Source: an optimization exercise on an open RTL-to-GDS flow (aim: small area, a short achievable clock period and few clock cycles). Production flows keep margins and buffers that such runs may drop. RTL that was checked went through simulation tests only; none was proved equivalent to the original. For runs 1 and 2, only the layout was checked, not whether the RTL still works. Power and IR drop assume default switching activity.

--- design.v ---
module rle (
	clk,
	nreset,
	start,
	message_addr,
	message_size,
	rle_addr,
	rle_size,
	done,
        port_A_data_in,
        port_A_data_out,
        port_A_addr,
        port_A_we
	);
input	clk;
input	nreset;
input	start;
input 	[31:0] message_addr;
input	[31:0] message_size;
input	[31:0] rle_addr;
input   [31:0] port_A_data_out;
output  [31:0] port_A_data_in;
output  [15:0] port_A_addr;
output  port_A_we;
output	[31:0] rle_size;
output	done;
reg        busy;       
reg        done_r;
reg        we;         
reg        aM;         
reg        aR;         
reg        dv;         
reg        lastw;      
reg        fl;         
reg        fls;        
reg [13:0] ra;         
reg [13:0] wa;         
reg [10:0] wleft;      
reg [1:0]  nvl;        
reg [7:0]  val;        
reg [7:0]  cnt;        
reg        have;       
reg        hi;         
reg [13:0] np;         
reg [3:0]  kq;         
reg [4:0]  T;          
reg [15:0] q0, q1, q2, q3, q4;
wire [7:0] b0 = port_A_data_out[7:0];
wire [7:0] b1 = port_A_data_out[15:8];
wire [7:0] b2 = port_A_data_out[23:16];
wire [7:0] b3 = port_A_data_out[31:24];
assign port_A_we = we;
assign port_A_data_in = {q1, q0};
assign port_A_addr = aM ? {message_addr[15:2], 2'b00} :
                     aR ? {ra, 2'b00} : {wa, 2'b00};
assign rle_size = {17'd0, np, 1'b0};    
assign done = done_r;
wire part = lastw & (nvl != 2'd0);      
wire v1 = ~part | (nvl[1]);             
wire v2 = ~part | (nvl == 2'd3);        
wire v3 = ~part;                        
wire x0 = (b0 == val);
wire x1 = (b1 == b0);
wire x2 = (b2 == b1);
wire x3 = (b3 == b2);
wire s0 = hi & (cnt[1:0] == 2'd3);
wire s1 = hi & (cnt[1:0] == 2'd2);
wire s2 = hi & (cnt[1:0] == 2'd1);
wire s3 = hi & (cnt[1:0] == 2'd0);
wire B0 = ~have | ~x0 | s0;
wire B1 = v1 & (~x1 | (x0 & s1));
wire B2 = v2 & (~x2 | (x0 & x1 & s2));
wire B3 = v3 & (~x3 | (x0 & x1 & x2 & s3));
wire E0 = have & (~x0 | s0);
wire E1 = B1;
wire E2 = B2;
wire E3 = B3;
wire ke1 = E0 | E1 | E2 | E3;
wire ke2 = (E0 & (E1 | E2 | E3)) | (E1 & (E2 | E3)) | (E2 & E3);
wire ke3 = (E0 & E1 & (E2 | E3)) | (E2 & E3 & (E0 | E1));
wire ke4 = E0 & E1 & E2 & E3;
wire [7:0] cp1 = cnt + 8'd1;
wire [7:0] cp2 = cnt + 8'd2;
wire [7:0] cp3 = cnt + 8'd3;
wire [15:0] N0 = E0 ? {val, cnt} : E1 ? {b0, cp1} : E2 ? {b1, cp2} : {b2, cp3};
wire n1a = E0 & E1;
wire n1b = (E0 | E1) & E2;
wire [1:0] n1c = n1a ? 2'd1 : n1b ? (E0 ? 2'd2 : 2'd1) : (E0 ? 2'd3 : E1 ? 2'd2 : 2'd1);
wire [15:0] N1 = {n1a ? b0 : n1b ? b1 : b2, 6'd0, n1c};
wire n2a = E0 & E1 & E2;
wire [1:0] n2c = n2a ? 2'd1 : (E2 ? 2'd1 : E1 ? 2'd2 : 2'd3);
wire [15:0] N2 = {n2a ? b1 : b2, 6'd0, n2c};
wire [15:0] N3 = {b2, 8'd1};
wire [2:0] nv = part ? {1'b0, nvl} : 3'd4;
wire [7:0] cnt_w = B3 ? 8'd1 : B2 ? {5'd0, nv - 3'd2} : B1 ? {5'd0, nv - 3'd1} :
                   B0 ? {5'd0, nv} : cnt + {5'd0, nv};
wire hi_w = ~(B0 | B1 | B2 | B3) & (part ? (cnt >= 8'd252 - {6'd0, nvl}) : (cnt >= 8'd248));
wire [7:0] val_w = ~v1 ? b0 : ~v2 ? b1 : ~v3 ? b2 : b3;
wire W1 = we ? T[2] : T[0];
wire W2 = we & T[3];
wire W3 = we & T[4];
wire room = ~W2;
wire fire = dv & room;                  
wire flush = fl & room;                 
wire ins = fire | flush;
wire sh = ins & W1;                     
wire k1 = flush | ke1;
wire k2 = ~flush & ke2;
wire k3 = ~flush & ke3;
wire k4 = ~flush & ke4;
wire [4:0] Tn = ~ins ? {2'b0, W3, W2, W1} :
                W1 ? {k4, k3, k2, k1, 1'b1} : {1'b0, k4, k3, k2, k1};
wire [15:0] M0 = fire ? N0 : {val, cnt};
wire we_n = Tn[1] | ((fls | flush) & Tn[0]);
wire [15:0] S0 = we ? q2 : q0;
always @(posedge clk) begin
    if (~nreset) begin
        busy <= 1'b0;
        done_r <= 1'b0;
        we <= 1'b0;
        aM <= 1'b1;
        aR <= 1'b0;
    end
    else if (~busy) begin
        if (start) begin
            busy <= 1'b1;
            done_r <= 1'b0;
            we <= 1'b0;
            aM <= 1'b0;
            aR <= 1'b1;
            dv <= 1'b1;
            fl <= 1'b0;
            fls <= 1'b0;
            ra <= message_addr[15:2] + 14'd1;
            wa <= rle_addr[15:2];
            wleft <= message_size[12:2] + {10'd0, |message_size[1:0]} - 11'd1;
            lastw <= (message_size[13:2] + {11'd0, |message_size[1:0]}) == 12'd1;
            nvl <= message_size[1:0];
            cnt <= 8'd0;
            have <= 1'b0;
            hi <= 1'b0;
        end
    end
    else begin
        if (we) begin
            wa <= wa + 14'd1;
            if (fire) dv <= 1'b0;
        end
        else begin
            if (wleft != 11'd0) begin
                ra <= ra + 14'd1;
                wleft <= wleft - 11'd1;
                dv <= 1'b1;
                lastw <= (wleft == 11'd1);
            end
            else if (fire)
                dv <= 1'b0;
        end
        if (fire) begin
            val <= val_w;
            cnt <= cnt_w;
            have <= 1'b1;
            hi <= hi_w;
            if (lastw) fl <= 1'b1;
        end
        if (flush) begin
            fl <= 1'b0;
            fls <= 1'b1;
        end
        we <= we_n;
        aR <= ~we_n;
        if (we & fls & ~W1) begin
            busy <= 1'b0;
            done_r <= 1'b1;
            we <= 1'b0;
            aM <= 1'b1;
            aR <= 1'b0;
        end
    end
end
always @(posedge clk) begin
    kq <= (busy & ins) ? {k4, k3, k2, k1} : 4'd0;
    T <= busy ? Tn : 5'd0;
    if (start & ~busy)
        np <= 14'd0;
    else
        np <= np + {11'd0, kq[3], kq[1] & ~kq[3], (kq[0] & ~kq[1]) | (kq[2] & ~kq[3])};
    q0 <= ins ? (sh ? S0 : M0) : S0;
    q1 <= ins ? (sh ? M0 : N1) : q3;
    q2 <= ins ? (sh ? N1 : N2) : q4;
    q3 <= sh ? N2 : N3;
    q4 <= N3;
end
endmodule
--- flow/run.sh ---
#!/bin/bash
# The standard layout, with every port buffered by a plain buf_1 cell
# (the resizer may still size it up) instead of the default delay buffer.
set -euo pipefail
export BUFFER_PORTS_ARGS="-buffer_cell sky130_fd_sc_hd__buf_1"
bash standard.sh > standard_flow.log 2>&1
--- standard.sh ---
#!/bin/bash
# synth_recipe.tcl (not shown) runs the flow's synth.tcl, then flattens the netlist and writes it again
# the make line also repeats each setting of config.mk as NAME=value (left out here)
make -C /OpenROAD-flow-scripts/flow DESIGN_CONFIG=/design/flow/config.mk WORK_HOME=/design/flow/orfs CLKGATE_MAP_FILE= SYNTH_SCRIPT=/design/flow/synth_recipe.tcl "${@:-finish}"
--- config.mk ---
export PLATFORM = sky130hd
export DESIGN_NAME = rle
export DESIGN_NICKNAME = rle
export VERILOG_FILES = /design/flow/design.v
export SDC_FILE = /design/flow/constraint.sdc
export NUM_CORES = 4
export LEC_CHECK = 0
export CAP_MARGIN = 20
export CORE_MARGIN = 2
export CORE_UTILIZATION = 50
export CTS_BUF_LIST = sky130_fd_sc_hd__clkbuf_8
export CTS_CLUSTER_SIZE = 20
export SETUP_SLACK_MARGIN = 1.7
export SLEW_MARGIN = 20
--- constraint.sdc ---
create_clock -name core_clock -period 5.0 [get_ports {clk}]
set_input_delay 1.0000 -clock core_clock [delete_from_list [all_inputs] [get_ports {clk}]]
set_output_delay 1.0000 -clock core_clock [all_outputs]
set_load 0.01 [all_outputs]
==> impl_metrics.xml, run 1 <==
<?xml version="1.0" encoding="UTF-8"?>
<metrics>
  <group name="sta">
    <metric name="setup_skew_after_layout" unit="ns">0.0161</metric>
    <metric name="hold_violations" unit="">0</metric>
    <metric name="max_freq" unit="GHz">0.316</metric>
    <metric name="layout_setup_ws" unit="ns">1.84</metric>
    <metric name="final.hold.worst_slack" unit="ns">0.439</metric>
    <metric name="final_period_minus_worst_setup_slack" unit="ns">3.16</metric>
    <metric name="setup_viol" unit="">0</metric>
    <metric name="totalNegativeSetupSlack" unit="ns">0</metric>
    <metric name="grt_setup_unrepaired" unit="">false</metric>
    <metric name="tightest_slew" unit="ns">1.01</metric>
    <metric name="slew_viol_final" unit="">0</metric>
    <metric name="worst_slew_margin_relative_to_its_limit" unit="">0.323</metric>
    <metric name="period_share" unit="">0.632</metric>
  </group>
  <group name="place">
    <metric name="placed_cells_incl_taps" unit="">1328</metric>
    <metric name="place_worst_setup_slack" unit="ns">0.929</metric>
    <metric name="place.port_buffers" unit="">138</metric>
    <metric name="gp_congestion" unit="">0.849</metric>
    <metric name="detailed_place_hpwl" unit="µm">16400</metric>
  </group>
  <group name="layout">
    <metric name="layoutNonFillerInstCount" unit="">1365</metric>
    <metric name="layout-drive-gt1-share" unit="">0.0783</metric>
    <metric name="area.growth.synth_to_final" unit="%">11.2</metric>
    <metric name="register_area" unit="µm²">3630</metric>
    <metric name="multiInputGateArea" unit="µm²">5070</metric>
    <metric name="fillerInstances" unit="">1663</metric>
    <metric name="antenna_cells_inserted" unit="">0</metric>
    <metric name="finalNetCount" unit="">1284</metric>
  </group>
  <group name="logic_synthesis">
    <metric name="yosysMostFrequentCell" unit="">sky130_fd_sc_hd__nor2_1</metric>
    <metric name="yosysWarnings" unit="">1</metric>
    <metric name="synthFlopType" unit="">sky130_fd_sc_hd__dfxtp_1</metric>
    <metric name="synth.cells.most_frequent" unit="">96 x sky130_fd_sc_hd__nor2_1, 95 x sky130_fd_sc_hd__nand2_1, 87 x sky130_fd_sc_hd__dfxtp_1, 71 x sky130_fd_sc_hd__a21oi_1, 64 x sky130_fd_sc_hd__o21ai_0</metric>
    <metric name="synth.area.top_cells" unit="">sky130_fd_sc_hd__edfxtp_1 21%, sky130_fd_sc_hd__dfxtp_1 19%, sky130_fd_sc_hd__mux2i_1 5.9%</metric>
    <metric name="synth_seq_cells" unit="">150</metric>
    <metric name="yosysUniqueCellTypes" unit="">70</metric>
    <metric name="proportion_of_register_bits_with_asynchronous_set_or_reset_after_synthesis" unit="">0</metric>
    <metric name="syn_area" unit="µm²">9130</metric>
    <metric name="syn-instance-count" unit="">1018</metric>
    <metric name="synth_edf_count" unit="">63</metric>
    <metric name="synth.largest_area_cell" unit="">sky130_fd_sc_hd__edfxtp_1</metric>
    <metric name="synthDominantCellAreaShare" unit="">0.207</metric>
    <metric name="syn_area_per_cell" unit="µm²">8.97</metric>
    <metric name="synth_sequential_area_ratio" unit="">0.398</metric>
  </group>
  <group name="setup_path">
    <metric name="setup.worst_path.class" unit="">input pin to flop</metric>
    <metric name="crit_path_top_delay_cell" unit="">sky130_fd_sc_hd__nor4_4</metric>
    <metric name="critical_path.cell_chain" unit="">buf_1 &gt; xor2_1 &gt; nor4_4 &gt; a31o_2 &gt; and2_2 &gt; buf_4 &gt; nand3_1 &gt; a211oi_1 &gt; xnor2_1 &gt; o21ai_0</metric>
    <metric name="timing.critical_path.arrival" unit="ns">3.48</metric>
    <metric name="timing.critical_path.from_type" unit="">input pin</metric>
    <metric name="timing.critical_path.to_type" unit="">flop</metric>
    <metric name="critical_path_peak_fanout" unit="">11</metric>
    <metric name="critPathRequiredTime" unit="ns">5.32</metric>
    <metric name="critical-path-max-stage-delay" unit="ns">0.43</metric>
  </group>
  <group name="routing">
    <metric name="drt.antenna.violating_nets" unit="">0</metric>
    <metric name="postRouteWirelength" unit="µm">22600</metric>
    <metric name="route.vias.total" unit="">7533</metric>
    <metric name="viasPerCell" unit="">5.52</metric>
    <metric name="initial_detailed_routing_violation_count" unit="">473</metric>
    <metric name="detailed_route_drc_error_count" unit="">0</metric>
    <metric name="drt_first_pass_iters" unit="">4</metric>
    <metric name="post_drt_wl_per_cell" unit="µm">16.5</metric>
  </group>
  <group name="clocking">
    <metric name="cts_inserted_buffers" unit="">17</metric>
    <metric name="clk_transition_reported_paths" unit="ns">0.08</metric>
    <metric name="cts_buffer_depth" unit="">2</metric>
    <metric name="cts_htree_levels" unit="">4</metric>
    <metric name="tritoncts" unit="">done</metric>
    <metric name="tritoncts_num_sinks" unit="">150</metric>
    <metric name="worstSkewPairLatency" unit="ns">0.46</metric>
    <metric name="clock_root_buffer" unit="">sky130_fd_sc_hd__clkbuf_8</metric>
    <metric name="ctsHoldBuffers" unit="">0</metric>
  </group>
  <group name="floorplan">
    <metric name="core" unit="µm²">18000</metric>
    <metric name="horizontal_die_dimension" unit="µm">139</metric>
    <metric name="initial_core_util" unit="">0.508</metric>
    <metric name="die-area" unit="µm²">19400</metric>
    <metric name="ioPinCount" unit="">213</metric>
    <metric name="num_rows" unit="">49</metric>
    <metric name="die_y" unit="µm">139</metric>
  </group>
  <group name="status">
    <metric name="run_status" unit="">finished clean</metric>
  </group>
  <group name="global_route">
    <metric name="grt_max_degree" unit="">65</metric>
    <metric name="initial_antenna_violation_count" unit="">1</metric>
    <metric name="global_routing_usage_summed_across_all_routing_layers" unit="">0.233</metric>
    <metric name="globalRouteOverflowTotal" unit="">0</metric>
    <metric name="grt_pass1_wl" unit="µm">36700</metric>
    <metric name="vias_in_the_first_global_route" unit="">7037</metric>
  </group>
  <group name="power">
    <metric name="vdd_ir_drop_max" unit="V">0.000168</metric>
    <metric name="p_per_area" unit="nW/µm²">300</metric>
    <metric name="total_leakage_power" unit="nW">3.71</metric>
  </group>
  <group name="worst_hold_path">
    <metric name="min_path_type" unit="">flop to flop</metric>
  </group>
  <group name="job">
    <metric name="max_cap_viol_count" unit="">0</metric>
  </group>
</metrics>
[state kept, by name (all words and copies together), names as in the netlist, 10 cells and up]
| register | flops |
|---|---|
| wleft | 11 |
| ra | 14 |
| q2 | 10 |
| q0 | 16 |
| q3 | 10 |
| np | 14 |
| q1 | 16 |
| wa | 14 |
[stage by stage]
step	cell area (µm²)	util	power, mW
finish	10200	0.565	3.05
global route	10200	0.565	3.20
CTS	10100	0.560	3.06
detailed placement	9620	0.536	2.12
global placement	9620	0.536	2.11
floorplan	9200	-	1.94
[area by class of cell]
| class | instances | share of cell area |
|---|---|---|
| Sequential cell | 150 | 0.358 |
| Timing Repair Buffer | 154 | 0.0644 |
| Clock buffer | 19 | 0.0258 |
| Inverter | 30 | 0.0118 |
| Tap cell | 229 | 0.0282 |
| Multi-Input combinational cell | 771 | 0.499 |
| Clock inverter | 12 | 0.0124 |
[cell usage in the layout, fill, tap and decap left out, types with 10 or more instances in the layout]
master	n
sky130_fd_sc_hd__inv_1	29
sky130_fd_sc_hd__xnor2_1	40
sky130_fd_sc_hd__o21ai_1	12
sky130_fd_sc_hd__mux2i_1	54
sky130_fd_sc_hd__edfxtp_1	63
sky130_fd_sc_hd__dfxtp_1	86
sky130_fd_sc_hd__o21ai_0	63
sky130_fd_sc_hd__and3_1	10
sky130_fd_sc_hd__xor2_1	50
sky130_fd_sc_hd__o211ai_1	11
sky130_fd_sc_hd__nor4_1	10
sky130_fd_sc_hd__clkbuf_8	19
sky130_fd_sc_hd__nand2_1	94
sky130_fd_sc_hd__mux2_2	12
sky130_fd_sc_hd__buf_4	14
sky130_fd_sc_hd__nand3_1	30
sky130_fd_sc_hd__nor2b_1	21
sky130_fd_sc_hd__ha_1	27
sky130_fd_sc_hd__nor3_1	12
sky130_fd_sc_hd__buf_1	138
sky130_fd_sc_hd__conb_1	20
sky130_fd_sc_hd__nor2_1	93
sky130_fd_sc_hd__a21oi_1	71
[cells by family after synthesis]
group / after synthesis / synth area share
simple gates: 328 / 0.175
compound gates: 236 / 0.160
flops: 150 / 0.398
buf+inv: 116 / 0.0629
xor+xnor: 90 / 0.0863
mux: 66 / 0.0740
fa+ha+maj: 31 / 0.0436
other cells: 1 / 0.000411
[critical path, delay by kind of cell]
kind,cells,cell delay [ns]
compound gates,3,0.78
xor+xnor,2,0.39
buf+inv,2,0.45
simple gates,3,0.85
[per-layer routing]
layer / global-route usage / routed length [µm]
met1: 0.333 / 11100
met5: 0 / 8
met2: 0.363 / 10200
met4: 0.0718 / 331
met3: 0.0390 / 973
[repair_timing]
action,CTS,global route
buffers inserted,0,6
pin swaps,1,2
resized for setup,12,10
setup endpoints to repair,67,56
[report_power, final]
group	switching, mW	internal, mW
Combinational	0.380	0.240
Clock	0.475	0.467
Sequential	0.0824	1.40
[path summary, 6_finish.rpt]
check                           from              end  slack [ns]  cells past startpoint
hold / removal      q3[1]$_SDFF_PN0_    q1[1]$_DFF_P_        0.44                      2
hold reg to reg     q3[1]$_SDFF_PN0_    q1[1]$_DFF_P_        0.44                      2
setup / recovery  port_A_data_out[1]    q0[4]$_DFF_P_        1.84                     10
setup reg to reg    nvl[1]$_DFFE_PP_  aR$_SDFFE_PN0N_        1.96                     11
==> inputs of run 2 (changes only) <==
--- a/config.mk
+++ b/config.mk
@@ -12,3 +12,3 @@
 export CTS_CLUSTER_SIZE = 20
-export SETUP_SLACK_MARGIN = 1.7
+export SETUP_SLACK_MARGIN = 2.0
 export SLEW_MARGIN = 20
==> run 2 against run 1 <==
  * Count of clock-buffer cells in the layout decreased by 2
  * Clock power increased by 9%
  * Largest cell class unchanged
  * Sequential power about the same
  * First-iteration DRC count decreased by 4.9%
  * Sequential cell count unchanged
  * Design area increased by 3.6%
  * Combinational power increased by 3.4%
  * Via count increased by 2.6%
==> impl_metrics.xml, run 2 <==
<?xml version="1.0" encoding="UTF-8"?>
<metrics>
  <group name="place">
    <metric name="place_worst_setup_slack" unit="ns">1.13</metric>
    <metric name="detailed_place_hpwl" unit="µm">16600</metric>
    <metric name="place.port_buffers" unit="">138</metric>
    <metric name="placed_cells_incl_taps" unit="">1328</metric>
    <metric name="gp_congestion" unit="">0.851</metric>
  </group>
  <group name="clocking">
    <metric name="cts_inserted_buffers" unit="">17</metric>
    <metric name="clk_transition_reported_paths" unit="ns">0.08</metric>
    <metric name="ctsHoldBuffers" unit="">0</metric>
    <metric name="worstSkewPairLatency" unit="ns">0.45</metric>
    <metric name="cts_buffer_depth" unit="">2</metric>
    <metric name="cts_htree_levels" unit="">4</metric>
    <metric name="tritoncts_num_sinks" unit="">150</metric>
    <metric name="clock_root_buffer" unit="">sky130_fd_sc_hd__clkbuf_8</metric>
    <metric name="tritoncts" unit="">done</metric>
  </group>
  <group name="logic_synthesis">
    <metric name="synth_sequential_area_ratio" unit="">0.398</metric>
    <metric name="yosysUniqueCellTypes" unit="">70</metric>
    <metric name="syn_area" unit="µm²">9130</metric>
    <metric name="synth.area.top_cells" unit="">sky130_fd_sc_hd__edfxtp_1 21%, sky130_fd_sc_hd__dfxtp_1 19%, sky130_fd_sc_hd__mux2i_1 5.9%</metric>
    <metric name="yosysMostFrequentCell" unit="">sky130_fd_sc_hd__nor2_1</metric>
    <metric name="proportion_of_register_bits_with_asynchronous_set_or_reset_after_synthesis" unit="">0</metric>
    <metric name="yosysWarnings" unit="">1</metric>
    <metric name="synth.cells.most_frequent" unit="">96 x sky130_fd_sc_hd__nor2_1, 95 x sky130_fd_sc_hd__nand2_1, 87 x sky130_fd_sc_hd__dfxtp_1, 71 x sky130_fd_sc_hd__a21oi_1, 64 x sky130_fd_sc_hd__o21ai_0</metric>
    <metric name="synth_seq_cells" unit="">150</metric>
    <metric name="synth_edf_count" unit="">63</metric>
    <metric name="syn-instance-count" unit="">1018</metric>
    <metric name="syn_area_per_cell" unit="µm²">8.97</metric>
    <metric name="synthDominantCellAreaShare" unit="">0.207</metric>
    <metric name="synth.largest_area_cell" unit="">sky130_fd_sc_hd__edfxtp_1</metric>
    <metric name="synthFlopType" unit="">sky130_fd_sc_hd__dfxtp_1</metric>
  </group>
  <group name="setup_path">
    <metric name="critical-path-max-stage-delay" unit="ns">0.52</metric>
    <metric name="regToRegSetupSlack" unit="ns">2.12</metric>
    <metric name="critical_path_peak_fanout" unit="">7</metric>
    <metric name="timing.critical_path.arrival" unit="ns">3.38</metric>
    <metric name="reg2reg_to" unit="">cnt[6]$_SDFFCE_PP0P_</metric>
    <metric name="crit_path_top_delay_cell" unit="">sky130_fd_sc_hd__nor4_4</metric>
    <metric name="critPathRequiredTime" unit="ns">5.38</metric>
    <metric name="r2r_cells" unit="">13</metric>
    <metric name="timing.critical_path.from_type" unit="">input pin</metric>
    <metric name="critical_path.cell_chain" unit="">clkbuf_4 &gt; xor2_2 &gt; nor4_4 &gt; nand2_1 &gt; a31oi_2 &gt; nor4b_1 &gt; or3_4 &gt; or4_4 &gt; o21ai_2</metric>
    <metric name="cp_top_family" unit="">simple AND/OR/NAND/NOR gates</metric>
    <metric name="worst-path-buf-inv" unit="">1</metric>
    <metric name="timing.critical_path.to_type" unit="">flop</metric>
    <metric name="setup.worst_path.class" unit="">input pin to flop</metric>
    <metric name="worstReg2RegStart" unit="">nvl[0]$_DFFE_PP_</metric>
  </group>
  <group name="layout">
    <metric name="multiInputGateArea" unit="µm²">5280</metric>
    <metric name="fillerInstances" unit="">1629</metric>
    <metric name="antenna_cells_inserted" unit="">0</metric>
    <metric name="area.growth.synth_to_final" unit="%">15.3</metric>
    <metric name="layoutNonFillerInstCount" unit="">1380</metric>
    <metric name="register_area" unit="µm²">3640</metric>
    <metric name="most-common-layout-cells" unit="">115 x sky130_fd_sc_hd__buf_1, 92 x sky130_fd_sc_hd__nand2_1, 92 x sky130_fd_sc_hd__nor2_1</metric>
    <metric name="layout.cells.most_common" unit="">sky130_fd_sc_hd__buf_1</metric>
    <metric name="reg.largest.list" unit="">q0: 16 flops, q1: 16 flops</metric>
    <metric name="layout-drive-gt1-share" unit="">0.135</metric>
    <metric name="finalNetCount" unit="">1298</metric>
  </group>
  <group name="routing">
    <metric name="drt_first_pass_iters" unit="">5</metric>
    <metric name="initial_detailed_routing_violation_count" unit="">450</metric>
    <metric name="detailed_route_drc_error_count" unit="">0</metric>
    <metric name="post_drt_wl_per_cell" unit="µm">16.8</metric>
    <metric name="postRouteWirelength" unit="µm">23200</metric>
    <metric name="route.vias.total" unit="">7731</metric>
    <metric name="viasPerCell" unit="">5.60</metric>
    <metric name="drt.antenna.violating_nets" unit="">0</metric>
  </group>
  <group name="worst_hold_path">
    <metric name="min_path_type" unit="">flop to flop</metric>
    <metric name="holdCritStartpoint" unit="">q4[15]$_DFF_P_</metric>
    <metric name="timing.hold.worst_endpoint" unit="">q2[15]$_DFF_P_</metric>
    <metric name="hold-path-cell-count" unit="">2</metric>
  </group>
  <group name="sta">
    <metric name="setup_skew_after_layout" unit="ns">0.0172</metric>
    <metric name="layout_setup_ws" unit="ns">2.00</metric>
    <metric name="slew_viol_final" unit="">0</metric>
    <metric name="final.hold.worst_slack" unit="ns">0.443</metric>
    <metric name="final_period_minus_worst_setup_slack" unit="ns">3.00</metric>
    <metric name="tightest_slew" unit="ns">0.996</metric>
    <metric name="totalNegativeSetupSlack" unit="ns">0</metric>
    <metric name="period_share" unit="">0.599</metric>
    <metric name="grt_setup_unrepaired" unit="">true</metric>
    <metric name="setup_viol" unit="">0</metric>
    <metric name="worst_slew_margin_relative_to_its_limit" unit="">0.335</metric>
    <metric name="hold_violations" unit="">0</metric>
    <metric name="max_freq" unit="GHz">0.334</metric>
  </group>
  <group name="global_route">
    <metric name="grt_max_degree" unit="">53</metric>
    <metric name="grt_pass1_wl" unit="µm">37600</metric>
    <metric name="vias_in_the_first_global_route" unit="">7357</metric>
    <metric name="globalRouteOverflowTotal" unit="">0</metric>
    <metric name="initial_antenna_violation_count" unit="">0</metric>
    <metric name="global_routing_usage_summed_across_all_routing_layers" unit="">0.238</metric>
  </group>
  <group name="power">
    <metric name="p_per_area" unit="nW/µm²">301</metric>
    <metric name="total_leakage_power" unit="nW">3.90</metric>
    <metric name="vdd_ir_drop_max" unit="V">0.000243</metric>
    <metric name="clkPwrFrac" unit="">0.326</metric>
    <metric name="power.switching_fraction" unit="">0.304</metric>
    <metric name="net_switching_power" unit="mW">0.964</metric>
    <metric name="seqPwrFrac" unit="">0.472</metric>
    <metric name="power_report.internal_total" unit="mW">2.21</metric>
    <metric name="combPwrFrac" unit="">0.202</metric>
  </group>
  <group name="status">
    <metric name="run_status" unit="">finished clean</metric>
  </group>
  <group name="floorplan">
    <metric name="core" unit="µm²">18000</metric>
    <metric name="num_rows" unit="">49</metric>
    <metric name="initial_core_util" unit="">0.508</metric>
    <metric name="horizontal_die_dimension" unit="µm">139</metric>
    <metric name="ioPinCount" unit="">213</metric>
    <metric name="die-area" unit="µm²">19400</metric>
    <metric name="die_y" unit="µm">139</metric>
  </group>
  <group name="job">
    <metric name="max_cap_viol_count" unit="">0</metric>
  </group>
</metrics>
[run 2: cell counts after synthesis]
No cell type changed its count.
[run 2: power by group through the flow]
stage / clock [mW] / combinational (mW) / sequential, mW
after floorplan: 0 / 0.436 / 1.51
final: 1.03 / 0.641 / 1.49
after CTS: 1.06 / 0.618 / 1.49
after global placement: 0 / 0.601 / 1.52
after global routing: 1.10 / 0.720 / 1.51
after detailed placement: 0 / 0.607 / 1.52
[run 2: metrics by stage]
step           utilization  cell area [µm²]  total power, mW
2_1_floorplan            -             9240             1.94
3_3_place_gp         0.537             9650             2.12
3_5_place_dp         0.537             9650             2.13
4_1_cts              0.568            10200             3.17
5_1_grt              0.586            10500             3.33
6_report             0.586            10500             3.17
[run 2: cells by family (layout without fill, tap and decap cells)]
family,Yosys count,after routing,synth area share
and+or+nand+nor,328,328,0.175
xor gates and xnor gates,90,90,0.0863
AOI/OAI and AO/OA,236,238,0.160
other,1,20,0.000411
DFF,150,150,0.398
muxes,66,66,0.0740
adders and majority gates,31,31,0.0436
buffers and inverters,116,228,0.0629
[run 2: area by class of cell]
cell class / count / area share
multi-input cells: 773 / 0.501
flip-flops and latches: 150 / 0.346
repair buffers: 166 / 0.0732
well taps: 229 / 0.0272
clock buffers: 17 / 0.0222
clock inverters: 15 / 0.0190
inverters: 30 / 0.0114
[run 2: what timing repair did]
action / 4_1_cts / 5_1_grt
gates resized for setup: 22 / 59
hold endpoints to repair: 0 / 0
setup endpoints to repair: 69 / 58
gates cloned: 0 / 2
buffers inserted: 6 / 12
pin swaps: 2 / 12
[run 2: worst max path at each step]
stage                         from              end  slack, ns  cells past startpoint
4_1_cts         port_A_data_out[6]  we$_SDFFE_PN0N_       1.99                     10
5_1_grt         port_A_data_out[6]   q2[15]$_DFF_P_       1.90                     12
3_5_place_dp    port_A_data_out[3]   q2[12]$_DFF_P_       1.13                      9
6_report       port_A_data_out[13]  aR$_SDFFE_PN0N_       2.00                      9
3_3_place_gp    port_A_data_out[3]   q2[12]$_DFF_P_       1.19                      9
2_1_floorplan  port_A_data_out[17]  aR$_SDFFE_PN0N_       2.00                     10
[run 2: tightest hold or removal path: stages, from the launching register on]
cell and delay (ns):
sky130_fd_sc_hd__dfxtp_1 0.31, sky130_fd_sc_hd__nand2_1 0.04, sky130_fd_sc_hd__o221ai_1 0.06
[run 2: metal layers]
layer	share of wire	track usage	vias to the layer above
met2	0.46	0.380	203
met1	0.47	0.332	3678
met3	0.049	0.0442	31
met5	0	0	-
met4	0.015	0.0665	0
li1	-	-	3819
==> inputs of run 3 (changes only) <==
--- a/design.v
+++ b/design.v
@@ -53,4 +53,6 @@
 assign port_A_data_in = {q1, q0};
-assign port_A_addr = aM ? {message_addr[15:2], 2'b00} :
-                     aR ? {ra, 2'b00} : {wa, 2'b00};
+wire [13:0] pa = aM ? message_addr[15:2] : aR ? ra : wa;
+wire [12:0] szm1 = message_size[12:0] - 13'd1;    
+wire [13:0] pa1 = pa + 14'd1;           
+assign port_A_addr = {pa, 2'b00};
 assign rle_size = {17'd0, np, 1'b0};    
@@ -84,3 +86,2 @@
 wire [7:0] cp3 = cnt + 8'd3;
-wire [15:0] N0 = E0 ? {val, cnt} : E1 ? {b0, cp1} : E2 ? {b1, cp2} : {b2, cp3};
 wire n1a = E0 & E1;
@@ -112,3 +113,3 @@
                 W1 ? {k4, k3, k2, k1, 1'b1} : {1'b0, k4, k3, k2, k1};
-wire [15:0] M0 = fire ? N0 : {val, cnt};
+wire [15:0] M0 = (fl | E0) ? {val, cnt} : E1 ? {b0, cp1} : E2 ? {b1, cp2} : {b2, cp3};
 wire we_n = Tn[1] | ((fls | flush) & Tn[0]);
@@ -133,6 +134,6 @@
             fls <= 1'b0;
-            ra <= message_addr[15:2] + 14'd1;
+            ra <= pa1;
             wa <= rle_addr[15:2];
-            wleft <= message_size[12:2] + {10'd0, |message_size[1:0]} - 11'd1;
-            lastw <= (message_size[13:2] + {11'd0, |message_size[1:0]}) == 12'd1;
+            wleft <= szm1[12:2];
+            lastw <= (szm1[12:2] == 11'd0);
             nvl <= message_size[1:0];
@@ -145,3 +146,3 @@
         if (we) begin
-            wa <= wa + 14'd1;
+            wa <= pa1;
             if (fire) dv <= 1'b0;
@@ -150,3 +151,3 @@
             if (wleft != 11'd0) begin
-                ra <= ra + 14'd1;
+                ra <= pa1;
                 wleft <= wleft - 11'd1;
==> run 3 against run 2 <==
  * Utilization increased by 1.7 points
  * Largest power group unchanged
  * Synthesized cell count shrank 6.0%
  * Power rose by 0.19%
  * Non-clock buffer count is 25 higher
  * Largest cell class unchanged
  * Final cell count fell by 2.3%
  * Count of clock-buffer cells in the layout is 2 higher
  * Still clean
  * Design area is 1.7% lower
  * Area after synthesis down 4.4%
==> impl_metrics.xml, run 3 <==
<?xml version="1.0" encoding="UTF-8"?>
<metrics>
  <group name="sta">
    <metric name="final_period_minus_worst_setup_slack" unit="ns">2.97</metric>
    <metric name="slew_viol_final" unit="">0</metric>
    <metric name="max_freq" unit="GHz">0.337</metric>
    <metric name="tightest_slew" unit="ns">0.958</metric>
    <metric name="hold_violations" unit="">0</metric>
    <metric name="setup_skew_after_layout" unit="ns">0.0126</metric>
    <metric name="layout_setup_ws" unit="ns">2.03</metric>
    <metric name="period_share" unit="">0.594</metric>
    <metric name="worst_slew_margin_relative_to_its_limit" unit="">0.361</metric>
    <metric name="totalNegativeSetupSlack" unit="ns">0</metric>
    <metric name="grt_setup_unrepaired" unit="">true</metric>
    <metric name="setup_viol" unit="">0</metric>
  </group>
  <group name="routing">
    <metric name="detailed_route_drc_error_count" unit="">0</metric>
    <metric name="route.vias.total" unit="">7387</metric>
    <metric name="drt_first_pass_iters" unit="">5</metric>
    <metric name="drt.antenna.violating_nets" unit="">0</metric>
    <metric name="post_drt_wl_per_cell" unit="µm">16.9</metric>
    <metric name="initial_detailed_routing_violation_count" unit="">534</metric>
    <metric name="postRouteWirelength" unit="µm">22700</metric>
    <metric name="viasPerCell" unit="">5.48</metric>
  </group>
  <group name="setup_path">
    <metric name="critical_path_peak_fanout" unit="">6</metric>
    <metric name="critical-path-max-stage-delay" unit="ns">0.40</metric>
    <metric name="crit_path_top_delay_cell" unit="">sky130_fd_sc_hd__edfxtp_1</metric>
    <metric name="critical_path.cell_chain" unit="">inv_2 &gt; buf_12 &gt; ha_4 &gt; nor2b_1 &gt; buf_4 &gt; clkinvlp_4 &gt; buf_12 &gt; nor2_4 &gt; nand4b_1 &gt; o22a_4 &gt; buf_4 &gt; mux2i_1 &gt; a21oi_1 &gt; a21oi_1 &gt; o221ai_1</metric>
    <metric name="setup.worst_path.class" unit="">flop to flop</metric>
    <metric name="critPathRequiredTime" unit="ns">5.30</metric>
    <metric name="critPathLaunch" unit="">nvl[1]$_DFFE_PP_</metric>
    <metric name="timing.critical_path.arrival" unit="ns">3.27</metric>
    <metric name="worst-path-buf-inv" unit="">6</metric>
    <metric name="timing.critical_path.to_type" unit="">flop</metric>
    <metric name="timing.critical_path.from_type" unit="">flop</metric>
    <metric name="worstReg2RegStart" unit="">nvl[1]$_DFFE_PP_</metric>
    <metric name="cp_top_family" unit="">compound AO/OA/AOI/OAI gates</metric>
  </group>
  <group name="place">
    <metric name="place.port_buffers" unit="">137</metric>
    <metric name="gp_congestion" unit="">0.911</metric>
    <metric name="detailed_place_hpwl" unit="µm">15600</metric>
    <metric name="place_worst_setup_slack" unit="ns">1.02</metric>
    <metric name="placed_cells_incl_taps" unit="">1278</metric>
  </group>
  <group name="floorplan">
    <metric name="core" unit="µm²">17200</metric>
    <metric name="die_y" unit="µm">136</metric>
    <metric name="initial_core_util" unit="">0.508</metric>
    <metric name="ioPinCount" unit="">213</metric>
    <metric name="num_rows" unit="">48</metric>
    <metric name="die-area" unit="µm²">18500</metric>
    <metric name="horizontal_die_dimension" unit="µm">136</metric>
  </group>
  <group name="layout">
    <metric name="reg.largest.list" unit="">q0: 16 flops, q1: 16 flops</metric>
    <metric name="utilization" unit="">0.602</metric>
    <metric name="fillerInstances" unit="">1611</metric>
    <metric name="finalNetCount" unit="">1265</metric>
    <metric name="layout.cells.most_common" unit="">sky130_fd_sc_hd__buf_1</metric>
    <metric name="most-common-layout-cells" unit="">119 x sky130_fd_sc_hd__buf_1, 86 x sky130_fd_sc_hd__nand2_1, 86 x sky130_fd_sc_hd__nor2_1</metric>
    <metric name="layout-drive-gt1-share" unit="">0.153</metric>
    <metric name="area.growth.synth_to_final" unit="%">18.5</metric>
    <metric name="layoutNonFillerInstCount" unit="">1348</metric>
    <metric name="antenna_cells_inserted" unit="">0</metric>
  </group>
  <group name="clocking">
    <metric name="tritoncts" unit="">done</metric>
    <metric name="cts_htree_levels" unit="">4</metric>
    <metric name="cts_inserted_buffers" unit="">17</metric>
    <metric name="clock_root_buffer" unit="">sky130_fd_sc_hd__clkbuf_8</metric>
    <metric name="worstSkewPairLatency" unit="ns">0.46</metric>
    <metric name="tritoncts_num_sinks" unit="">150</metric>
    <metric name="cts_buffer_depth" unit="">2</metric>
    <metric name="clk_transition_reported_paths" unit="ns">0.08</metric>
    <metric name="ctsHoldBuffers" unit="">0</metric>
  </group>
  <group name="logic_synthesis">
    <metric name="yosysWarnings" unit="">1</metric>
    <metric name="yosysMostFrequentCell" unit="">sky130_fd_sc_hd__nor2_1</metric>
    <metric name="synth_seq_cells" unit="">150</metric>
    <metric name="syn-instance-count" unit="">957</metric>
    <metric name="yosysUniqueCellTypes" unit="">67</metric>
    <metric name="syn_area" unit="µm²">8730</metric>
    <metric name="synth_edf_count" unit="">63</metric>
    <metric name="synth_sequential_area_ratio" unit="">0.416</metric>
    <metric name="synthDominantCellAreaShare" unit="">0.217</metric>
    <metric name="synth.area.top_cells" unit="">sky130_fd_sc_hd__edfxtp_1 22%, sky130_fd_sc_hd__dfxtp_1 20%, sky130_fd_sc_hd__xnor2_1 5.5%</metric>
    <metric name="synthFlopType" unit="">sky130_fd_sc_hd__dfxtp_1</metric>
    <metric name="syn_area_per_cell" unit="µm²">9.12</metric>
    <metric name="synth.largest_area_cell" unit="">sky130_fd_sc_hd__edfxtp_1</metric>
    <metric name="synth.cells.most_frequent" unit="">91 x sky130_fd_sc_hd__nor2_1, 87 x sky130_fd_sc_hd__dfxtp_1, 86 x sky130_fd_sc_hd__nand2_1, 74 x sky130_fd_sc_hd__a21oi_1, 63 x sky130_fd_sc_hd__edfxtp_1</metric>
    <metric name="proportion_of_register_bits_with_asynchronous_set_or_reset_after_synthesis" unit="">0</metric>
  </group>
  <group name="power">
    <metric name="power" unit="mW">3.18</metric>
    <metric name="vdd_ir_drop_max" unit="V">0.000167</metric>
    <metric name="p_per_area" unit="nW/µm²">307</metric>
    <metric name="total_leakage_power" unit="nW">3.92</metric>
  </group>
  <group name="global_route">
    <metric name="initial_antenna_violation_count" unit="">0</metric>
    <metric name="grt_pass1_wl" unit="µm">35000</metric>
    <metric name="globalRouteOverflowTotal" unit="">0</metric>
    <metric name="grt_max_degree" unit="">49</metric>
    <metric name="vias_in_the_first_global_route" unit="">6638</metric>
    <metric name="global_routing_usage_summed_across_all_routing_layers" unit="">0.243</metric>
  </group>
  <group name="status">
    <metric name="run_status" unit="">finished clean</metric>
  </group>
  <group name="worst_hold_path">
    <metric name="holdCritStartpoint" unit="">q4[13]$_DFF_P_</metric>
    <metric name="min_path_type" unit="">flop to flop</metric>
  </group>
  <group name="job">
    <metric name="max_cap_viol_count" unit="">0</metric>
  </group>
</metrics>
## run 3: cell types whose count changed in the layout (fill, tap and decap cells not counted), moves of 7 or more
| cell | before | now |
|---|---|---|
| sky130_fd_sc_hd__a211oi_1 | 5 | 15 |
| sky130_fd_sc_hd__a22oi_1 | 9 | 1 |
| sky130_fd_sc_hd__a2bb2oi_1 | 7 | 0 |
| sky130_fd_sc_hd__a32oi_1 | 7 | 0 |
| sky130_fd_sc_hd__buf_4 | 25 | 44 |
| sky130_fd_sc_hd__ha_1 | 27 | 20 |
| sky130_fd_sc_hd__inv_1 | 29 | 36 |
| sky130_fd_sc_hd__mux2_4 | 0 | 7 |
| sky130_fd_sc_hd__mux2i_1 | 54 | 35 |
| sky130_fd_sc_hd__xnor2_1 | 40 | 50 |
| sky130_fd_sc_hd__xor2_1 | 41 | 22 |
| sky130_fd_sc_hd__xor2_2 | 9 | 0 |
## run 3: logic make-up after synthesis
group	count (synthesis)	synth area share
and+or+nand+nor	303	0.170
adders and majority gates	25	0.0374
muxes	59	0.0741
xor gates and xnor gates	77	0.0773
AOI/OAI and AO/OA	227	0.159
other	1	0.000430
buffers and inverters	115	0.0655
DFF	150	0.416
## run 3: layout make-up
type	count	area, µm²	share of cell area
Timing Repair Buffer	191	1070	0.104
Clock buffer	19	262	0.0253
Multi-Input combinational cell	712	4760	0.460
Clock inverter	13	181	0.0175
Tap cell	225	282	0.0272
Inverter	38	146	0.0141
Sequential cell	150	3640	0.352
## run 3: power by group
part	internal [mW]	switching [mW]
clock	0.570	0.473
sequential	1.40	0.0744
combinational	0.270	0.387
total	2.24	0.934
## run 3: worst reg2reg max path: cells and delay by family (launching register included)
kind,cells,cell delay [ns]
AO/OA/AOI/OAI,4,0.91
buffers and inverters,6,0.72
multiplexers,1,0.17
flip-flops,1,0.40
AND/OR/NAND/NOR,3,0.46
adder cells (fa/ha/maj),1,0.16
## run 3: per-layer routing
metal,GRT usage,share of wire,vias up
met1,0.347,0.47,3486
li1,-,-,3668
met4,0.0775,0.021,0
met2,0.378,0.45,202
met3,0.0384,0.051,31
met5,0,0,-
## run 3: path summary, 6_finish.rpt
| path | end | slack, ns | cells after the start |
|---|---|---|---|
| setup / recovery | q1[10]$_DFF_P_ | 2.03 | 15 |
| setup reg to reg | q1[10]$_DFF_P_ | 2.03 | 15 |
| hold reg to reg | q2[13]$_DFF_P_ | 0.43 | 2 |
| hold / removal | q2[13]$_DFF_P_ | 0.43 | 2 |
## run 3: metrics by stage
step | hold WS [ns] | instance area [µm²]
detailed placement | 0.421 | 9300
global route | 0.452 | 10300
floorplan | 0.407 | 8800
global placement | 0.419 | 9300
CTS | 0.435 | 9920
finish | 0.434 | 10300
## run 3: repair_timing
| action | in CTS | in global routing |
|---|---|---|
| setup endpoints to repair | 84 | 59 |
| pin swaps | 4 | 17 |
| cloned | 0 | 4 |
| setup buffers | 10 | 24 |
| resized for setup | 24 | 40 |
Testbench counts of run 3, summed over its fixed seeds: cycles 22,297.
==> inputs of run 4 (changes only) <==
--- a/config.mk
+++ b/config.mk
@@ -9,6 +9,6 @@
 export CORE_MARGIN = 2
-export CORE_UTILIZATION = 50
+export CORE_UTILIZATION = 60
 export CTS_BUF_LIST = sky130_fd_sc_hd__clkbuf_8
 export CTS_CLUSTER_SIZE = 20
-export SETUP_SLACK_MARGIN = 2.0
+export SETUP_SLACK_MARGIN = 2.2
 export SLEW_MARGIN = 20
==> run 4 against run 3 <==
  * Critical path depth down 9
  * Worst hold slack better by 0.0057 ns
  * Synthesized cell count is the same
  * Global-route usage rose by 2.8 points
  * Wire length shrank 6.1%
  * Utilization is 11 points higher
  * Area after synthesis did not move
  * Count of clock-buffer cells in the layout down 1
  * Power down 1.6%
  * Die area shrank 16%
  * Still clean on timing, DRC and antenna
  * Non-clock buffer count fell by 15
  * Clock power down 4%
==> impl_metrics.xml, run 4 <==
<?xml version="1.0" encoding="UTF-8"?>
<metrics>
  <group name="status">
    <metric name="run_status" unit="">finished clean</metric>
  </group>
  <group name="sta">
    <metric name="totalNegativeSetupSlack" unit="ns">0</metric>
    <metric name="slew_viol_final" unit="">0</metric>
    <metric name="grt_setup_unrepaired" unit="">true</metric>
    <metric name="period_share" unit="">0.554</metric>
    <metric name="hold_violations" unit="">0</metric>
    <metric name="worst_slew_margin_relative_to_its_limit" unit="">0.349</metric>
    <metric name="max_freq" unit="GHz">0.361</metric>
    <metric name="final_period_minus_worst_setup_slack" unit="ns">2.77</metric>
    <metric name="setup_skew_after_layout" unit="ns">0.0185</metric>
    <metric name="setup_viol" unit="">0</metric>
    <metric name="tightest_slew" unit="ns">0.974</metric>
  </group>
  <group name="global_route">
    <metric name="grt_pass1_wl" unit="µm">34000</metric>
    <metric name="grt_max_degree" unit="">30</metric>
    <metric name="initial_antenna_violation_count" unit="">0</metric>
    <metric name="globalRouteOverflowTotal" unit="">0</metric>
    <metric name="vias_in_the_first_global_route" unit="">6734</metric>
    <metric name="global_routing_usage_summed_across_all_routing_layers" unit="">0.272</metric>
  </group>
  <group name="logic_synthesis">
    <metric name="syn_area_per_cell" unit="µm²">9.12</metric>
    <metric name="synth.largest_area_cell" unit="">sky130_fd_sc_hd__edfxtp_1</metric>
    <metric name="synth_edf_count" unit="">63</metric>
    <metric name="yosysUniqueCellTypes" unit="">67</metric>
    <metric name="synth_seq_cells" unit="">150</metric>
    <metric name="synth_sequential_area_ratio" unit="">0.416</metric>
    <metric name="synth.cells.most_frequent" unit="">91 x sky130_fd_sc_hd__nor2_1, 87 x sky130_fd_sc_hd__dfxtp_1, 86 x sky130_fd_sc_hd__nand2_1, 74 x sky130_fd_sc_hd__a21oi_1, 63 x sky130_fd_sc_hd__edfxtp_1</metric>
    <metric name="syn_area" unit="µm²">8730</metric>
    <metric name="syn-instance-count" unit="">957</metric>
    <metric name="yosysWarnings" unit="">1</metric>
    <metric name="yosysMostFrequentCell" unit="">sky130_fd_sc_hd__nor2_1</metric>
    <metric name="proportion_of_register_bits_with_asynchronous_set_or_reset_after_synthesis" unit="">0</metric>
    <metric name="synthFlopType" unit="">sky130_fd_sc_hd__dfxtp_1</metric>
    <metric name="synthDominantCellAreaShare" unit="">0.217</metric>
    <metric name="synth.area.top_cells" unit="">sky130_fd_sc_hd__edfxtp_1 22%, sky130_fd_sc_hd__dfxtp_1 20%, sky130_fd_sc_hd__xnor2_1 5.5%</metric>
  </group>
  <group name="place">
    <metric name="area_after_dpl" unit="µm²">9310</metric>
    <metric name="detailed_place_hpwl" unit="µm">15100</metric>
    <metric name="place.port_buffers" unit="">137</metric>
    <metric name="gp_congestion" unit="">0.883</metric>
    <metric name="placed_cells_incl_taps" unit="">1231</metric>
  </group>
  <group name="job">
    <metric name="max_cap_viol_count" unit="">0</metric>
  </group>
  <group name="routing">
    <metric name="initial_detailed_routing_violation_count" unit="">551</metric>
    <metric name="detailed_route_drc_error_count" unit="">0</metric>
    <metric name="postRouteWirelength" unit="µm">21400</metric>
    <metric name="drt.antenna.violating_nets" unit="">0</metric>
    <metric name="drt_first_pass_iters" unit="">5</metric>
    <metric name="viasPerCell" unit="">5.69</metric>
    <metric name="post_drt_wl_per_cell" unit="µm">16.5</metric>
    <metric name="route.vias.total" unit="">7352</metric>
  </group>
  <group name="layout">
    <metric name="register_area" unit="µm²">3640</metric>
    <metric name="layout.cells.most_common" unit="">sky130_fd_sc_hd__buf_1</metric>
    <metric name="layout-drive-gt1-share" unit="">0.165</metric>
    <metric name="layoutNonFillerInstCount" unit="">1291</metric>
    <metric name="fin_area" unit="µm²">10200</metric>
    <metric name="finalNetCount" unit="">1249</metric>
    <metric name="most-common-layout-cells" unit="">113 x sky130_fd_sc_hd__buf_1, 86 x sky130_fd_sc_hd__nor2_1, 84 x sky130_fd_sc_hd__dfxtp_1</metric>
    <metric name="multiInputGateArea" unit="µm²">4930</metric>
    <metric name="antenna_cells_inserted" unit="">0</metric>
    <metric name="area.growth.synth_to_final" unit="%">17.4</metric>
    <metric name="fillerInstances" unit="">1159</metric>
    <metric name="reg.largest.list" unit="">q0: 16 flops, q1: 16 flops</metric>
  </group>
  <group name="power">
    <metric name="combPwrFrac" unit="">0.209</metric>
    <metric name="seqPwrFrac" unit="">0.474</metric>
    <metric name="net_switching_power" unit="mW">0.942</metric>
    <metric name="clkPwrFrac" unit="">0.318</metric>
    <metric name="power.switching_fraction" unit="">0.301</metric>
    <metric name="vdd_ir_drop_max" unit="V">0.000246</metric>
    <metric name="power_report.internal_total" unit="mW">2.18</metric>
    <metric name="total_leakage_power" unit="nW">3.89</metric>
    <metric name="p_per_area" unit="nW/µm²">305</metric>
  </group>
  <group name="clocking">
    <metric name="cts_inserted_buffers" unit="">17</metric>
    <metric name="worstSkewPairLatency" unit="ns">0.47</metric>
    <metric name="cts_htree_levels" unit="">4</metric>
    <metric name="tritoncts" unit="">done</metric>
    <metric name="tritoncts_num_sinks" unit="">150</metric>
    <metric name="clock_root_buffer" unit="">sky130_fd_sc_hd__clkbuf_8</metric>
    <metric name="cts_buffer_depth" unit="">2</metric>
    <metric name="clk_transition_reported_paths" unit="ns">0.09</metric>
  </group>
  <group name="setup_path">
    <metric name="timing.critical_path.to_type" unit="">output port</metric>
    <metric name="critPathRequiredTime" unit="ns">4.00</metric>
    <metric name="timing.critical_path.arrival" unit="ns">1.77</metric>
    <metric name="timing.critical_path.from_type" unit="">flop</metric>
    <metric name="critical_path_peak_fanout" unit="">15</metric>
    <metric name="setup.worst_path.class" unit="">flop to output port</metric>
  </group>
  <group name="floorplan">
    <metric name="num_rows" unit="">44</metric>
    <metric name="initial_core_util" unit="">0.607</metric>
    <metric name="core" unit="µm²">14400</metric>
    <metric name="die-area" unit="µm²">15500</metric>
    <metric name="horizontal_die_dimension" unit="µm">125</metric>
    <metric name="ioPinCount" unit="">213</metric>
    <metric name="die_y" unit="µm">125</metric>
  </group>
  <group name="worst_hold_path">
    <metric name="min_path_type" unit="">flop to flop</metric>
  </group>
</metrics>
## run 4: cell counts after synthesis
Identical to the previous run, type by type.
## run 4: per-stage QoR
step	util	hold slack, ns	power [mW]	setup WS, ns
final	0.713	0.439	3.13	2.23
after detailed placement	0.648	0.420	2.11	1.10
after global routing	0.713	0.457	3.28	2.13
after floorplan	-	0.407	1.94	2.03
after global placement	0.648	0.417	2.10	1.23
after CTS	0.698	0.438	3.12	2.21
## run 4: timing repair
| action | CTS | global route |
|---|---|---|
| endpoints found under the hold margin | 0 | 0 |
| resized for setup | 43 | 35 |
| hold buffers | 0 | 0 |
| setup buffers | 20 | 8 |
| setup endpoints to repair | 99 | 65 |
| pin swaps | 9 | 7 |
## run 4: logic make-up (layout without fill, tap and decap cells)
logic type / Yosys count / count (layout) / share of synthesized area
other: 1 / 20 / 0.000430
XOR/XNOR: 77 / 77 / 0.0773
buffers and inverters: 115 / 246 / 0.0655
AO/OA/AOI/OAI: 227 / 227 / 0.159
multiplexers: 59 / 59 / 0.0741
flip-flops: 150 / 150 / 0.416
adder cells (fa/ha/maj): 25 / 25 / 0.0374
AND/OR/NAND/NOR: 303 / 303 / 0.170
## run 4: worst max-delay path: stages, from the launching register on
cell and delay, ns:
sky130_fd_sc_hd__dfxtp_4 0.50, sky130_fd_sc_hd__buf_4 0.16, sky130_fd_sc_hd__mux2i_1 0.17, sky130_fd_sc_hd__nor2_1 0.07, sky130_fd_sc_hd__a21oi_2 0.19, sky130_fd_sc_hd__inv_1 0.10
sky130_fd_sc_hd__buf_1 0.13
## run 4: path summary, 6_finish.rpt
kind	start	endpoint	slack [ns]	cells after the start
worst min-delay path	q4[14]$_DFF_P_	q2[14]$_DFF_P_	0.44	2
worst max register to register	nvl[0]$_DFFE_PP_	q1[13]$_DFF_P_	2.33	10
worst min register to register	q4[14]$_DFF_P_	q2[14]$_DFF_P_	0.44	2
worst max-delay path	aR$_SDFFE_PN0N_	port_A_addr[4]	2.23	6
## run 4: area by class of cell
type                       count  share of cell area
sequential                   150               0.355
clock buffer                  18              0.0242
multi-input combinational    711               0.481
clock inverter                14              0.0172
tap                          184              0.0225
inverter                      38              0.0139
timing repair buffer         176              0.0854
## run 4: power groups by stage
| stage | registers, mW | logic [mW] | clock network, mW |
|---|---|---|---|
| 2_1_floorplan | 1.50 | 0.436 | 0 |
| 3_3_place_gp | 1.50 | 0.594 | 0 |
| 3_5_place_dp | 1.51 | 0.600 | 0 |
| 4_1_cts | 1.48 | 0.628 | 1.01 |
| 5_1_grt | 1.49 | 0.717 | 1.07 |
| 6_report | 1.48 | 0.652 | 0.994 |
## run 4: routing by layer
| metal | GRT usage | up-vias | share of wire |
|---|---|---|---|
| li1 | - | 3635 | - |
| met1 | 0.363 | 3455 | 0.45 |
| met2 | 0.451 | 231 | 0.48 |
| met3 | 0.0503 | 31 | 0.051 |
| met4 | 0.0833 | 0 | 0.018 |
| met5 | 0 | - | 0 |
==> inputs of run 5 (changes only) <==
==> flow/run.sh (replaced) <==
#!/bin/bash
# The standard layout, with two changes:
# - every port is buffered by a plain buf_1 cell (the resizer may still size
#   it up) instead of the default delay buffer;
# - clock tree synthesis inserts no dummy loads.
set -euo pipefail
export BUFFER_PORTS_ARGS="-buffer_cell sky130_fd_sc_hd__buf_1"
export CTS_ARGS="-sink_clustering_enable -repair_clock_nets -dont_use_dummy_load -buf_list sky130_fd_sc_hd__clkbuf_8 -sink_clustering_size 20"
bash standard.sh > standard_flow.log 2>&1
--- a/config.mk
+++ b/config.mk
@@ -7,2 +7,3 @@
 export LEC_CHECK = 0
+export ABC_AREA = 1
 export CAP_MARGIN = 20
@@ -10,4 +11,2 @@
 export CORE_UTILIZATION = 60
-export CTS_BUF_LIST = sky130_fd_sc_hd__clkbuf_8
-export CTS_CLUSTER_SIZE = 20
 export SETUP_SLACK_MARGIN = 2.2
==> run 5 against run 4 <==
  * Critical endpoint is now port_A_addr[2]
  * Setup slack better by 0.079 ns
  * Clock skew up 0.010 ns
  * Largest power group unchanged
  * Clock power fell by 29%
  * Wire length is 6.1% higher
  * Non-clock buffer count fell by 19
  * Critical path depth fell by 1
==> impl_metrics.xml, run 5 <==
<?xml version="1.0" encoding="UTF-8"?>
<metrics>
  <group name="global_route">
    <metric name="grt_pass1_wl" unit="µm">36100</metric>
    <metric name="globalRouteOverflowTotal" unit="">0</metric>
    <metric name="global_routing_usage_summed_across_all_routing_layers" unit="">0.282</metric>
    <metric name="grt_max_degree" unit="">37</metric>
    <metric name="vias_in_the_first_global_route" unit="">7365</metric>
    <metric name="initial_antenna_violation_count" unit="">0</metric>
  </group>
  <group name="setup_path">
    <metric name="setup.worst_path.class" unit="">flop to output port</metric>
    <metric name="r2r_cells" unit="">12</metric>
    <metric name="timing.critical_path.from_type" unit="">flop</metric>
    <metric name="timing.critical_path.to_type" unit="">output port</metric>
    <metric name="critical_path_peak_fanout" unit="">16</metric>
    <metric name="critPathRequiredTime" unit="ns">4.00</metric>
    <metric name="timing.critical_path.arrival" unit="ns">1.69</metric>
    <metric name="reg2reg_to" unit="">cnt[6]$_SDFFCE_PP0P_</metric>
    <metric name="regToRegSetupSlack" unit="ns">2.38</metric>
    <metric name="worstReg2RegStart" unit="">nvl[1]$_DFFE_PP_</metric>
  </group>
  <group name="clocking">
    <metric name="tritoncts" unit="">done</metric>
    <metric name="ctsHoldBuffers" unit="">0</metric>
    <metric name="cts_buffer_depth" unit="">2</metric>
    <metric name="clock_root_buffer" unit="">sky130_fd_sc_hd__clkbuf_8</metric>
    <metric name="clk_transition_reported_paths" unit="ns">0.09</metric>
    <metric name="worstSkewPairLatency" unit="ns">0.46</metric>
    <metric name="cts_htree_levels" unit="">4</metric>
    <metric name="cts_inserted_buffers" unit="">17</metric>
    <metric name="tritoncts_num_sinks" unit="">150</metric>
  </group>
  <group name="floorplan">
    <metric name="core" unit="µm²">14600</metric>
    <metric name="die-area" unit="µm²">16100</metric>
    <metric name="horizontal_die_dimension" unit="µm">127</metric>
    <metric name="ioPinCount" unit="">213</metric>
    <metric name="num_rows" unit="">44</metric>
    <metric name="initial_core_util" unit="">0.618</metric>
    <metric name="die_y" unit="µm">127</metric>
  </group>
  <group name="sta">
    <metric name="period_share" unit="">0.538</metric>
    <metric name="setup_skew_after_layout" unit="ns">0.0285</metric>
    <metric name="worst_slew_margin_relative_to_its_limit" unit="">0.269</metric>
    <metric name="max_freq" unit="GHz">0.372</metric>
    <metric name="final_period_minus_worst_setup_slack" unit="ns">2.69</metric>
    <metric name="tightest_slew" unit="ns">1.10</metric>
    <metric name="setup_viol" unit="">0</metric>
    <metric name="grt_setup_unrepaired" unit="">false</metric>
    <metric name="slew_viol_final" unit="">0</metric>
    <metric name="totalNegativeSetupSlack" unit="ns">0</metric>
    <metric name="hold_violations" unit="">0</metric>
  </group>
  <group name="routing">
    <metric name="drt_first_pass_iters" unit="">5</metric>
    <metric name="drt.antenna.violating_nets" unit="">0</metric>
    <metric name="detail_route.wirelength.met1" unit="µm">10400</metric>
    <metric name="route.vias.total" unit="">8205</metric>
    <metric name="post_drt_wl_per_cell" unit="µm">14.7</metric>
    <metric name="detailed_route_drc_error_count" unit="">0</metric>
    <metric name="wl_met2" unit="µm">10200</metric>
    <metric name="highest_layer" unit="">met4</metric>
    <metric name="postRouteWirelength" unit="µm">22700</metric>
    <metric name="dr_wl_met3" unit="µm">1750</metric>
    <metric name="initial_detailed_routing_violation_count" unit="">721</metric>
    <metric name="viasPerCell" unit="">5.31</metric>
  </group>
  <group name="worst_hold_path">
    <metric name="hold-path-cell-count" unit="">2</metric>
    <metric name="holdCritStartpoint" unit="">q4[13]$_DFF_P_</metric>
    <metric name="min_path_type" unit="">flop to flop</metric>
    <metric name="timing.hold.worst_endpoint" unit="">q2[13]$_DFF_P_</metric>
  </group>
  <group name="power">
    <metric name="vdd_ir_drop_max" unit="V">0.000141</metric>
    <metric name="total_leakage_power" unit="nW">4.33</metric>
    <metric name="power" unit="mW">2.93</metric>
    <metric name="p_per_area" unit="nW/µm²">294</metric>
  </group>
  <group name="status">
    <metric name="run_status" unit="">finished clean</metric>
  </group>
  <group name="layout">
    <metric name="layout-drive-gt1-share" unit="">0.0984</metric>
    <metric name="reg.largest.list" unit="">q0: 16 flops, q1: 16 flops</metric>
    <metric name="antenna_cells_inserted" unit="">0</metric>
    <metric name="finalNetCount" unit="">1519</metric>
    <metric name="area.growth.synth_to_final" unit="%">10.1</metric>
    <metric name="most-common-layout-cells" unit="">374 x sky130_fd_sc_hd__nand2_1, 128 x sky130_fd_sc_hd__inv_1, 119 x sky130_fd_sc_hd__buf_1</metric>
    <metric name="fillerInstances" unit="">1325</metric>
    <metric name="layout.cells.most_common" unit="">sky130_fd_sc_hd__nand2_1</metric>
  </group>
  <group name="logic_synthesis">
    <metric name="yosysMostFrequentCell" unit="">sky130_fd_sc_hd__nand2_1</metric>
    <metric name="synth.area.top_cells" unit="">sky130_fd_sc_hd__edfxtp_1 21%, sky130_fd_sc_hd__dfxtp_1 19%, sky130_fd_sc_hd__nand2_1 16%</metric>
    <metric name="syn-instance-count" unit="">1232</metric>
    <metric name="synth_edf_count" unit="">63</metric>
    <metric name="yosysUniqueCellTypes" unit="">55</metric>
    <metric name="synth_seq_cells" unit="">150</metric>
    <metric name="yosysWarnings" unit="">1</metric>
    <metric name="synth.cells.most_frequent" unit="">374 x sky130_fd_sc_hd__nand2_1, 133 x sky130_fd_sc_hd__inv_1, 102 x sky130_fd_sc_hd__nor2_1, 87 x sky130_fd_sc_hd__dfxtp_1, 70 x sky130_fd_sc_hd__o21ai_0</metric>
    <metric name="syn_area" unit="µm²">9050</metric>
    <metric name="synthDominantCellAreaShare" unit="">0.209</metric>
    <metric name="syn_area_per_cell" unit="µm²">7.34</metric>
    <metric name="synth.largest_area_cell" unit="">sky130_fd_sc_hd__edfxtp_1</metric>
    <metric name="synth_sequential_area_ratio" unit="">0.402</metric>
    <metric name="proportion_of_register_bits_with_asynchronous_set_or_reset_after_synthesis" unit="">0</metric>
    <metric name="synthFlopType" unit="">sky130_fd_sc_hd__dfxtp_1</metric>
  </group>
  <group name="place">
    <metric name="detailed_place_hpwl" unit="µm">16500</metric>
    <metric name="gp_congestion" unit="">0.892</metric>
    <metric name="place.port_buffers" unit="">137</metric>
  </group>
  <group name="job">
    <metric name="max_cap_viol_count" unit="">0</metric>
  </group>
</metrics>
==> run 5: final cells by class <==
| cell class | instances | area [µm²] | share of cell area |
|---|---|---|---|
| multi-input combinational | 888 | 4590 | 0.461 |
| sequential | 150 | 3640 | 0.365 |
| timing repair buffer | 157 | 687 | 0.0690 |
| inverter | 149 | 577 | 0.0579 |
| clock buffer | 17 | 234 | 0.0235 |
| tap | 184 | 230 | 0.0231 |
| timing repair inverter | 1 | 5.00 | 0.000503 |
==> run 5: stage by stage <==
step | cell area (µm²) | utilization | setup WS, ns | hold WS [ns] | std cells
global placement | 9560 | 0.653 | 1.51 | 0.428 | 1516
floorplan | 9120 | - | 2.26 | 0.419 | 1251
finish | 9960 | 0.680 | 2.31 | 0.434 | 1546
CTS | 9850 | 0.673 | 2.20 | 0.435 | 1539
global route | 9960 | 0.680 | 2.19 | 0.470 | 1546
detailed placement | 9560 | 0.653 | 1.48 | 0.431 | 1516
==> run 5: where the power goes <==
part | switching (mW) | leakage, nW | internal (mW)
combinational | 0.484 | 2.90 | 0.243
sequential | 0.0655 | 1.32 | 1.43
clock | 0.407 | 0.122 | 0.300
==> run 5: how the worst max path moves through the flow <==
stage,start,end,slack (ns),cells after the start
CTS,aR$_SDFFE_PN0N_,port_A_addr[13],2.20,4
detailed placement,port_A_data_out[7],q1[10]$_DFF_P_,1.48,16
global placement,port_A_data_out[7],q1[10]$_DFF_P_,1.51,16
global route,nvl[1]$_DFFE_PP_,cnt[6]$_SDFFCE_PP0P_,2.19,12
floorplan,nvl[1]$_DFFE_PP_,cnt[6]$_SDFFCE_PP0P_,2.26,11
finish,aR$_SDFFE_PN0N_,port_A_addr[2],2.31,5
==> run 5: logic make-up after synthesis <==
family	share of synthesized area
compound gates	0.138
xor+xnor	0.0454
fa+ha+maj	0.0348
buf+inv	0.104
flops	0.402
mux	0.00111
other cells	0.000414
simple gates	0.275
==> run 5: timing repair <==
action / in CTS / in global routing
endpoints found under the hold margin: 0 / 0
setup buffers: 5 / 6
gates cloned: 1 / 1
pin swaps: 4 / 4
setup endpoints to repair: 34 / 58
resized for setup: 6 / 34
==> run 5: worst max-delay path: stages (launching register included) <==
cell	delay, ns
sky130_fd_sc_hd__dfxtp_4	0.46
sky130_fd_sc_hd__inv_4	0.12
sky130_fd_sc_hd__or2_2	0.30
sky130_fd_sc_hd__o211ai_1	0.10
sky130_fd_sc_hd__o21ai_2	0.13
sky130_fd_sc_hd__buf_1	0.15
==> run 5: metal layers <==
metal | GRT usage | up-vias
li1 | - | 4195
met4 | 0.0795 | 0
met5 | 0 | -
met1 | 0.404 | 3676
met2 | 0.448 | 305
met3 | 0.0443 | 29

-- static timing again, ports no longer ideal --
No port has a modelled driver above. Below, the same layouts with a new extraction and two added sets of constraints.
Step 1: set_driving_cell puts a clkbuf_16 on clk and a buf_2 on each other input, an assumption about the parent block.
Step 2 adds t to the input delays and takes it off the output delays; t is the mean of the earliest and latest rising clock arrival at the registers after step 1. Input paths then give back, and output paths get back, about the clock's delay inside the block.
a / b / c = ideal / step 1 / step 2; a / b = the first two.
| run | t, ns | setup slack, ns | worst register clock-pin slew, ns | worst slew at a driven data input, ns | cell pins on the clock port's net |
|---|---|---|---|---|---|
| run 1 | 0.493 | 1.839 / 1.846 / 1.353 | 0.09 / 0.09 | 0.07 | 1 |
| run 2 | 0.481 | 2.003 / 2.019 / 1.537 | 0.09 / 0.09 | 0.06 | 1 |
| run 3 | 0.490 | 2.031 / 2.031 / 1.546 | 0.09 / 0.09 | 0.05 | 1 |
| run 4 | 0.496 | 2.231 / 2.191 / 1.770 | 0.09 / 0.09 | 0.05 | 1 |
| run 5 | 0.484 | 2.310 / 2.273 / 1.853 | 0.09 / 0.09 | 0.06 | 1 |
After both steps setup and hold are still met in every run listed. For run 1, which loses most, drivers alone change the setup slack by +0.007 ns; drivers and shift together by -0.486 ns.
